Background: an optimization exercise with open tools, aiming at a short achievable clock period and few clock cycles. Do not read the settings as production practice.
In this exercise RTL edits were held to simulation tests only and were not proved equivalent to the original.

==> job 9045 <==
Design LC3Core, start of the top module:
module LC3Core(
  input         clock,
  input         reset,
  output [15:0] io_mem_raddr,
  input  [15:0] io_mem_rdata,
  output [15:0] io_mem_waddr,
  output [15:0] io_mem_wdata,
  output        io_mem_wen,
  output        io_kb_ready,
  input         io_kb_valid,
  input  [7:0]  io_kb_bits,
  input         io_disp_ready,
  output        io_disp_valid,
  output [7:0]  io_disp_bits,
  output        io_end
);
export LEC_CHECK = 0
export ABC_CLOCK_PERIOD_IN_PS = 3000
export CAP_MARGIN = 20
export CORE_MARGIN = 2
export CORE_UTILIZATION = 50
export SLEW_MARGIN = 20
create_clock -name core_clock -period 10.0 [get_ports {clock}]
standard.sh (not shown) runs the stock make flow with config.mk's settings and CLKGATE_MAP_FILE= SYNTH_SCRIPT=/design/flow/synth_recipe.tcl, a recipe that flattens the netlist after the stock synthesis.
==> flow/flow/run.sh <==
#!/bin/bash
# Standard ORFS layout (the standard.sh, unchanged synthesis), with the
# timing repair aiming well below the clock period: repair_timing keeps
# working until the setup slack reaches the margin given here.
set -uo pipefail
bash standard.sh SETUP_SLACK_MARGIN=7 finish > standard_flow.log 2>&1
==> inputs of job 6667, as changes to job 9045 <==
--- a/flow/design.v
+++ b/flow/design.v
@@ -157,11 +157,11 @@
                   (uses_C & (iC == pend_dst));
   wire dep_ld = (reads_pd & ~kill_rf) | (hd[3] & ~kill_cc);
   wire shadow_ok = (hd[4] | (hd[5] & ~ldip)) & ~dep_ld;
   reg  sm_hit;                                     
   reg  sm_now;            
-  wire sm_flush = sm_hit | sm_now;
+  wire sm_flush = sm_hit | sm_hit2 | sm_now;
   wire pt_bad   = qt[0] & ~hd[3];      
   wire ld_block  = ldp & (arr_ldata ? dep_ld : ~shadow_ok);
   wire sti_block = stip;
   wire ex        = qv[0] & (opv | ~needs_ops) & ~end1 & ~ld_block & ~sti_block & ~sm_flush & ~pt_bad;
   wire refetch   = ~end1 & ~tvp & (sm_flush | (qv[0] & pt_bad));
@@ -192,14 +192,10 @@
   wire w_a = arr_instr, w_p = (tag_p == T_INSTR);
   wire fr1 = ~qv[QN-1], fr2 = ~qv[QN-2], fr3 = ~qv[QN-3];
   wire occ_lt = (~w_a & ~w_p & fr1) | ((w_a ^ w_p) & fr2) | (w_a & w_p & fr3);
   wire occ_eq = (~w_a & ~w_p & ~fr1) | ((w_a ^ w_p) & fr1 & ~fr2) | (w_a & w_p & fr2 & ~fr3);
   wire room = occ_lt | (occ_eq & ex);
-  function [1:0] dsel_s(input [15:0] a, input [15:0] b);    
-    dsel_s = sum_eq(a, b, 16'hFE00) ? 2'd1 : sum_eq(a, b, 16'hFE02) ? 2'd2 :
-             sum_eq(a, b, 16'hFE04) ? 2'd3 : 2'd0;
-  endfunction
   function [1:0] dsel(input [15:0] a);
     dsel = (a == 16'hFE00) ? 2'd1 : (a == 16'hFE02) ? 2'd2 : (a == 16'hFE04) ? 2'd3 : 2'd0;
   endfunction
   reg  [15:0] ra_n, fp_n;
   reg  [1:0]  dsel_n;
@@ -216,11 +212,11 @@
     if (tag_a == T_LPTR) begin
       ra_n = rdata_eff; tag_n = T_LDATA; dsel_n = dsel(rdata_eff);
     end else if (tag_a == T_TVEC) begin
       fp_n = rdata_eff;             
     end else if (ex_dreq) begin
-      ra_n = daddr; tag_n = dtag; dsel_n = is_trp ? 2'd0 : (op == 4'h6) ? dsel_s(rA, off6) : dsel_s(qn0, off9);
+      ra_n = daddr; tag_n = dtag; dsel_n = dsel(daddr);
     end else if (refetch) begin
       ra_n = rf_tgt; tag_n = T_INSTR; fp_n = inc16(rf_tgt);
     end else if (redirect) begin
       ra_n = rd_tgt; tag_n = T_INSTR; fp_n = rd_tgt1;
     end else if (room & ~tvp & ~end1) begin
@@ -341,27 +337,24 @@
       end
     end
   end
   wire [15:0] qa1 = qa[31:16];
   wire        st_nxt  = (ex_live & is_st) | (tag_a == T_SPTR);
+  wire [15:0] st_addr = (tag_a == T_SPTR) ? rdata_eff : (op == 4'h3) ? pcoff : boff;
   integer hj;
   reg sm_other;
   always @(*) begin
-    sm_other = (arr_instr & (waddr_q == ra_a)) | ((tag_p == T_INSTR) & (waddr_q == ra));
-    for (hj = 1; hj < QN; hj = hj + 1)
-      sm_other = sm_other | (qv[hj] & (waddr_q == qa[16*hj +: 16]));
-  end
-  wire st_hit = wen_q & sm_other;
+    sm_other = (st_addr == ra_a) | (st_addr == ra) | (st_addr == fp);
+    for (hj = 0; hj < QN; hj = hj + 1)
+      sm_other = sm_other | (st_addr == qa[16*hj +: 16]);
+  end
+  wire st_hit  = st_nxt & sm_other;
+  wire st_hit2 = wen_q & (tag_p == T_INSTR) & (waddr_q == ra);
+  reg  sm_hit2;
   reg  w_kb, w_dd;         
-  wire [15:0] st_b  = (op == 4'h3) ? qn0 : rA;
-  wire [15:0] st_o  = (op == 4'h3) ? off9 : off6;
-  wire        st_p  = (tag_a == T_SPTR);
-  function st_is(input [15:0] k, input p, input [15:0] d, input [15:0] b, input [15:0] o);
-    st_is = p ? (d == k) : sum_eq(b, o, k);
-  endfunction
-  wire        st_h0   = st_is(qv[0] ? qa0 : ra_a, st_p, rdata_eff, st_b, st_o);
-  wire        st_h1   = st_is(qv[1] ? qa1 : ra_a, st_p, rdata_eff, st_b, st_o);
+  wire        st_h0   = st_addr == (qv[0] ? qa0 : ra_a);
+  wire        st_h1   = st_addr == (qv[1] ? qa1 : ra_a);
   wire        sm_now_n = st_nxt & (ex ? st_h1 : st_h0);
   always @(posedge clock) begin
     if (rst) begin
       ccv      <= 16'h0;
       xpc      <= 16'h3001;
@@ -373,10 +366,11 @@
       stip     <= 1'b0;
       tvp      <= 1'b0;
       prev_nz  <= 1'b0;
       end1     <= 1'b0;
       sm_hit   <= 1'b0;
+      sm_hit2  <= 1'b0;
       w_kb     <= 1'b0;
       w_dd     <= 1'b0;
       sm_now   <= 1'b0;
       wen_q    <= 1'b0;
       waddr_q  <= 16'h0;
@@ -404,12 +398,13 @@
       if (tag_a == T_TVEC) tvp <= 1'b0;
       if (ex_trap) tvp <= 1'b1;
       if (ex) prev_nz <= ~is_zero;
       if (ex_end) end1 <= 1'b1;
       sm_hit <= st_hit;
-      w_kb <= st_nxt & st_is(16'hFE00, st_p, rdata_eff, st_b, st_o);
-      w_dd <= st_nxt & st_is(16'hFE06, st_p, rdata_eff, st_b, st_o);
+      sm_hit2 <= st_hit2;
+      w_kb <= st_nxt & (st_addr == 16'hFE00);
+      w_dd <= st_nxt & (st_addr == 16'hFE06);
       sm_now <= sm_now_n & ~flush_q;
       wen_q <= 1'b0;
       if (ex_live & is_st) begin
         wen_q   <= 1'b1;
         waddr_q <= (op == 4'h3) ? pcoff : boff;
==> results.yml <==
yosys:
  synthesis.area_sq_um: 50700
placement:
  place_congestion: 1.05
routing:
  vias_per_cell: 7.09
clock_network:
  cts-resized-gates: 1146
grt:
  gr-usage-all-layers_pct: 52.0
outcome:
  status: "finished clean"
the above is filed under job 9045

==> results.yml <==
outcome:
  failed_stage: "global routing"
  error_line: "[ERROR GRT-0232] Routing congestion too high. Check the congestion heatmap in the GUI."
  status: "aborted with a tool error"
clock_network:
  cts-resized-gates: 1412
placement:
  place_congestion: 1.05
yosys:
  synthesis.area_sq_um: 51800
grt:
  gr-usage-all-layers_pct: 61.1
the above is filed under job 6667

Testbench counts of job 9045, summed over its fixed seeds: cycles 46,038.
Testbench counts of job 6667, summed over its fixed seeds: cycles 46,103.

static timing again, ports no longer ideal:
In the flow no input, the clock included, has a driving cell. The finished layout below was timed again as built, in two steps.
Step 1, drivers: a clkbuf_16 drives clock and a buf_2 each remaining input, both assumed.
Step 2 adds t to the input delays and takes it off the output delays; t is the mean of the earliest and latest rising clock arrival at the registers after step 1. Input paths then give back, and output paths get back, about the clock's delay inside the block.
Slacks: ideal / step 1 / step 2; pairs: ideal / step 1.
run: job 9045
t (ns): 0.801
setup WS [ns]: 6.549 / 6.549 / 6.242
slew at the worst register clock pin (ns): 0.07 / 0.07
worst slew at a driven data input, ns: 0.04
cell pins on the clock port's net: 1
After both steps setup and hold are still met in job 9045. The setup slack of job 9045 moves by 0.000 ns with the drivers and by -0.307 ns with both steps.
